Background: an optimization exercise with open tools, aiming at small area. Do not read the settings as production practice. Only simulation tests tie the RTL to the original design; equivalence was not proved.

==> inputs of build 96 <==
==> flow/design.v <==
module ir_gun(PCLK,ir_send,
                    PENABLE,
					PSEL,
					PRESETN,
					PWRITE,
					PREADY,
					PSLVERR,
					PADDR,
					PWDATA,
					PRDATA);
input PENABLE, PSEL, PRESETN, PWRITE;
input  [31:0] PWDATA;
input  [7:0] PADDR;
output reg [31:0] PRDATA;
output PREADY, PSLVERR;
wire BUS_WRITE_EN, BUS_READ_EN;
assign BUS_WRITE_EN = (PENABLE && PWRITE && PSEL);
assign BUS_READ_EN = (!PWRITE && PSEL);  
assign PREADY = 1'b1;
assign PSLVERR = 1'b0;
input PCLK;
output reg ir_send;
reg [10:0] DATA_TO_SEND;
reg [10:0] count1;    
reg [20:0] count2;    
reg [3:0] count3;     
always @(posedge PCLK) begin
  if (!PRESETN) begin
    DATA_TO_SEND <= 0;
    count1 <= 0;
    count2 <= 0;
    count3 <= 0;
    ir_send <= 0;
    PRDATA <= 0;
  end
  else begin
    if (BUS_READ_EN)
        PRDATA <= {count2[20:0], DATA_TO_SEND[10:0]};
    if (BUS_WRITE_EN) begin
        DATA_TO_SEND[10:0] <= PWDATA[10:0];
        count3 <= 0;
    end
    if (count3 == 10)
        DATA_TO_SEND[10:0] <= 0;
    else if (count3 > 10)
        count3 <= 0;
    if (count1 > 596*3)
        count1 <= 0;
    else
        count1 <= count1 + 1;
    if (count2 > 30*70*596) begin
        count2 <= 0;
        if (count3 < 10)
            count3 <= count3 + 1;
    end
    else
        count2 <= count2 + 1;
    if (count2 < 30*6*596) begin 
        if (count1 < 596)
            ir_send <= 1;
        else
            ir_send <= 0;
    end
    else if (count2 < 30*8*596) begin
        ir_send <= 0;
    end
    else if (count2 < 30*13*596) begin
        if (DATA_TO_SEND[10] == 0) begin
            if (count2 < 30*10*596) begin 
                if (count1 < 596)
                    ir_send <= 1;
                else
                    ir_send <= 0;
            end
            else begin
                 ir_send <= 0;
            end
        end
        else begin
            if (count2 < 30*11*596) begin 
                if (count1 < 596)
                    ir_send <= 1;
                else
                    ir_send <= 0;
            end
            else begin
                 ir_send <= 0;
            end
        end
    end
    else if (count2 < 30*18*596) begin
        if (DATA_TO_SEND[9] == 0) begin
            if (count2 < 30*15*596) begin 
                if (count1 < 596)
                    ir_send <= 1;
                else
                    ir_send <= 0;
            end
            else begin
                 ir_send <= 0;
            end
        end
        else begin
            if (count2 < 30*16*596) begin 
                if (count1 < 596)
                    ir_send <= 1;
                else
                    ir_send <= 0;
            end
            else begin
                 ir_send <= 0;
            end
        end
    end
    else if (count2 < 30*23*596) begin
        if (DATA_TO_SEND[8] == 0) begin
            if (count2 < 30*20*596) begin 
                if (count1 < 596)
                    ir_send <= 1;
                else
                    ir_send <= 0;
            end
            else begin
                 ir_send <= 0;
            end
        end
        else begin
            if (count2 < 30*21*596) begin 
                if (count1 < 596)
                    ir_send <= 1;
                else
                    ir_send <= 0;
            end
            else begin
                 ir_send <= 0;
            end
        end
    end
    else if (count2 < 30*28*596) begin
        if (DATA_TO_SEND[7] == 0) begin
            if (count2 < 30*25*596) begin 
                if (count1 < 596)
                    ir_send <= 1;
                else
                    ir_send <= 0;
            end
            else begin
                 ir_send <= 0;
            end
        end
        else begin
            if (count2 < 30*26*596) begin 
                if (count1 < 596)
                    ir_send <= 1;
                else
                    ir_send <= 0;
            end
            else begin
                 ir_send <= 0;
            end
        end
    end
    else if (count2 < 30*33*596) begin
        if (DATA_TO_SEND[6] == 0) begin
            if (count2 < 30*30*596) begin 
                if (count1 < 596)
                    ir_send <= 1;
                else
                    ir_send <= 0;
            end
            else begin
                 ir_send <= 0;
            end
        end
        else begin
            if (count2 < 30*31*596) begin 
                if (count1 < 596)
                    ir_send <= 1;
                else
                    ir_send <= 0;
            end
            else begin
                 ir_send <= 0;
            end
        end
    end
    else if (count2 < 30*38*596) begin
        if (DATA_TO_SEND[5] == 0) begin
            if (count2 < 30*35*596) begin 
                if (count1 < 596)
                    ir_send <= 1;
                else
                    ir_send <= 0;
            end
            else begin
                 ir_send <= 0;
            end
        end
        else begin
            if (count2 < 30*36*596) begin 
                if (count1 < 596)
                    ir_send <= 1;
                else
                    ir_send <= 0;
            end
            else begin
                 ir_send <= 0;
            end
        end
    end
    else if (count2 < 30*43*596) begin
        if (DATA_TO_SEND[4] == 0) begin
            if (count2 < 30*40*596) begin 
                if (count1 < 596)
                    ir_send <= 1;
                else
                    ir_send <= 0;
            end
            else begin
                 ir_send <= 0;
            end
        end
        else begin
            if (count2 < 30*41*596) begin 
                if (count1 < 596)
                    ir_send <= 1;
                else
                    ir_send <= 0;
            end
            else begin
                 ir_send <= 0;
            end
        end
    end
    else if (count2 < 30*48*596) begin
        if (DATA_TO_SEND[3] == 0) begin
            if (count2 < 30*45*596) begin 
                if (count1 < 596)
                    ir_send <= 1;
                else
                    ir_send <= 0;
            end
            else begin
                 ir_send <= 0;
            end
        end
        else begin
            if (count2 < 30*46*596) begin 
                if (count1 < 596)
                    ir_send <= 1;
                else
                    ir_send <= 0;
            end
            else begin
                 ir_send <= 0;
            end
        end
    end
    else if (count2 < 30*53*596) begin
        if (DATA_TO_SEND[2] == 0) begin
            if (count2 < 30*50*596) begin 
                if (count1 < 596)
                    ir_send <= 1;
                else
                    ir_send <= 0;
            end
            else begin
                 ir_send <= 0;
            end
        end
        else begin
            if (count2 < 30*51*596) begin 
                if (count1 < 596)
                    ir_send <= 1;
                else
                    ir_send <= 0;
            end
            else begin
                 ir_send <= 0;
            end
        end
    end
    else if (count2 < 30*58*596) begin
        if (DATA_TO_SEND[1] == 0) begin
            if (count2 < 30*55*596) begin 
                if (count1 < 596)
                    ir_send <= 1;
                else
                    ir_send <= 0;
            end
            else begin
                 ir_send <= 0;
            end
        end
        else begin
            if (count2 < 30*56*596) begin 
                if (count1 < 596)
                    ir_send <= 1;
                else
                    ir_send <= 0;
            end
            else begin
                 ir_send <= 0;
            end
        end
    end
    else if (count2 < 30*63*596) begin
        if (DATA_TO_SEND[0] == 0) begin
            if (count2 < 30*60*596) begin 
                if (count1 < 596)
                    ir_send <= 1;
                else
                    ir_send <= 0;
            end
            else begin
                 ir_send <= 0;
            end
        end
        else begin
            if (count2 < 30*61*596) begin 
                if (count1 < 596)
                    ir_send <= 1;
                else
                    ir_send <= 0;
            end
            else begin
                 ir_send <= 0;
            end
        end
    end
    else begin
        ir_send <= 0;
    end 
end
  end
endmodule
==> flow/run.sh <==
#!/bin/bash
# synth_recipe.tcl (not shown) runs the flow's synth.tcl, then flattens the netlist and writes it again
# the make line also repeats each setting of config.mk as NAME=value (left out here)
make -C /OpenROAD-flow-scripts/flow DESIGN_CONFIG=/design/flow/config.mk WORK_HOME=/design/flow/orfs CLKGATE_MAP_FILE= SYNTH_SCRIPT=/design/flow/synth_recipe.tcl finish
==> flow/config.mk <==
export PLATFORM = sky130hd
export DESIGN_NAME = ir_gun
export DESIGN_NICKNAME = ir_gun
export VERILOG_FILES = /design/flow/design.v
export SDC_FILE = /design/flow/constraint.sdc
export NUM_CORES = 4
export LEC_CHECK = 0
export CAP_MARGIN = 20
export CORE_MARGIN = 2
export CORE_UTILIZATION = 40
export SLEW_MARGIN = 20
==> flow/constraint.sdc <==
create_clock -name core_clock -period 10.0 [get_ports {PCLK}]
set_input_delay 2.0000 -clock core_clock [delete_from_list [all_inputs] [get_ports {PCLK}]]
set_output_delay 2.0000 -clock core_clock [all_outputs]
set_load 0.01 [all_outputs]
==> inputs of build 53, as changes to build 96 <==
==> flow/design.v (replaced) <==
module ir_gun(PCLK,ir_send,
                    PENABLE,
					PSEL,
					PRESETN,
					PWRITE,
					PREADY,
					PSLVERR,
					PADDR,
					PWDATA,
					PRDATA);
input PENABLE, PSEL, PRESETN, PWRITE;
input  [31:0] PWDATA;
input  [7:0] PADDR;
output reg [31:0] PRDATA;
output PREADY, PSLVERR;
input PCLK;
output reg ir_send;
wire wr = PENABLE & PWRITE & PSEL;
wire rd = PSEL & ~PWRITE;
assign PREADY = 1'b1;
assign PSLVERR = 1'b0;
reg [10:0] DATA_TO_SEND;
reg [20:0] count2;    
reg [9:0]  count1h;   
reg [3:0]  count3;    
reg [11:0] ru;        
reg [2:0]  uj;        
reg [3:0]  ui;        
wire c2wrap = (count2 == 21'd1251601);
wire carrier = (count1h < 10'd298);
wire c7 = (count2[2:0] == 3'd7);
wire utick = c7 & (ru == 12'd2234);
reg bitv;
always @* begin
  case (ui)
    4'd2: bitv = DATA_TO_SEND[10];
    4'd3: bitv = DATA_TO_SEND[9];
    4'd4: bitv = DATA_TO_SEND[8];
    4'd5: bitv = DATA_TO_SEND[7];
    4'd6: bitv = DATA_TO_SEND[6];
    4'd7: bitv = DATA_TO_SEND[5];
    4'd8: bitv = DATA_TO_SEND[4];
    4'd9: bitv = DATA_TO_SEND[3];
    4'd10: bitv = DATA_TO_SEND[2];
    4'd11: bitv = DATA_TO_SEND[1];
    4'd12: bitv = DATA_TO_SEND[0];
    default: bitv = 1'b0;
  endcase
end
reg env;
always @* begin
  if (ui == 4'd0) env = 1'b1;
  else if (ui == 4'd1) env = (uj < 3'd3);
  else env = (uj < 3'd2) ? (ui < 4'd13) : (uj == 3'd2) & bitv;
end
always @(posedge PCLK) begin
  if (!PRESETN || c2wrap) begin
    count2 <= 0;
    ru <= 0;
    ui <= 0;
    uj <= 3'd2;
  end else begin
    count2 <= count2 + 1'b1;
    if (c7)
      ru <= (ru == 12'd2234) ? 12'd0 : ru + 1'b1;
    if (utick) begin
      if (uj == 3'd4) begin
        uj <= 0;
        ui <= ui + 1'b1;
      end else
        uj <= uj + 1'b1;
    end
  end
  if (!PRESETN) begin
    DATA_TO_SEND <= 0;
    count1h <= 0;
    count3 <= 0;
    ir_send <= 0;
    PRDATA <= 0;
  end else begin
    if (rd)
      PRDATA <= {count2, DATA_TO_SEND};
    if (count3 == 4'd10)
      DATA_TO_SEND <= 0;
    else if (wr)
      DATA_TO_SEND <= PWDATA[10:0];
    if (c2wrap && count3 != 4'd10)
      count3 <= count3 + 1'b1;
    else if (wr)
      count3 <= 0;
    if (count2[0])
      count1h <= (count1h == 10'd894) ? 10'd0 : count1h + 1'b1;
    ir_send <= env & carrier;
  end
end
endmodule
--- a/flow/config.mk
+++ b/flow/config.mk
@@ -7,5 +7,8 @@
 export LEC_CHECK = 0
+export ABC_AREA = 1
 export CAP_MARGIN = 20
 export CORE_MARGIN = 2
-export CORE_UTILIZATION = 40
+export CORE_UTILIZATION = 70
+export CTS_BUF_LIST = sky130_fd_sc_hd__clkbuf_4 sky130_fd_sc_hd__clkbuf_8
+export PLACE_DENSITY = 0.8
 export SLEW_MARGIN = 20
==> summary of the runs <==
Of build 96 and build 53, build 96 has the higher via count (gap about 22%, measured against build 53). Register-to-register slack: build 96 is worse than build 53 (0.58 ns). In build 53 the routed wire length is lower than in build 96, by about 30%. Against build 96, the synthesized cell count of build 53 is smaller by about 14%. In build 53 the sequential share of layout area is higher than in build 96, by 9.4 points. Of build 53 and build 96, build 96 has the higher maximum frequency (gap 5.1%, measured against build 96). In build 96 the count of clock-buffer cells in the layout is lower than in build 53, by 1.

[what the ideal ports hide]
How much do the figures lean on ideal ports? The routed layouts below were timed once more, with nothing changed but the port constraints.
Step 1: set_driving_cell puts a clkbuf_16 on PCLK and a buf_2 on each other input, an assumption about the parent block.
Step 2 times the ports against the registers' clock, not the clock port: input delays grow and output delays shrink by t, the midpoint of the rising clock arrivals with the driver on.
Slacks: ideal ports / drivers / drivers and shift; pairs: ideal ports / drivers.
| run | shift t [ns] | setup WS [ns] | worst setup path after step 2 |
|---|---|---|---|
| build 96 | 0.387 | 6.686 / 6.702 / 6.315 | input to register |
| build 53 | 0.385 | 6.506 / 6.509 / 6.124 | input to register |
After both steps every run listed still meets setup and hold. For build 53, which loses most, drivers alone change the setup slack by +0.003 ns; drivers and shift together by -0.382 ns.
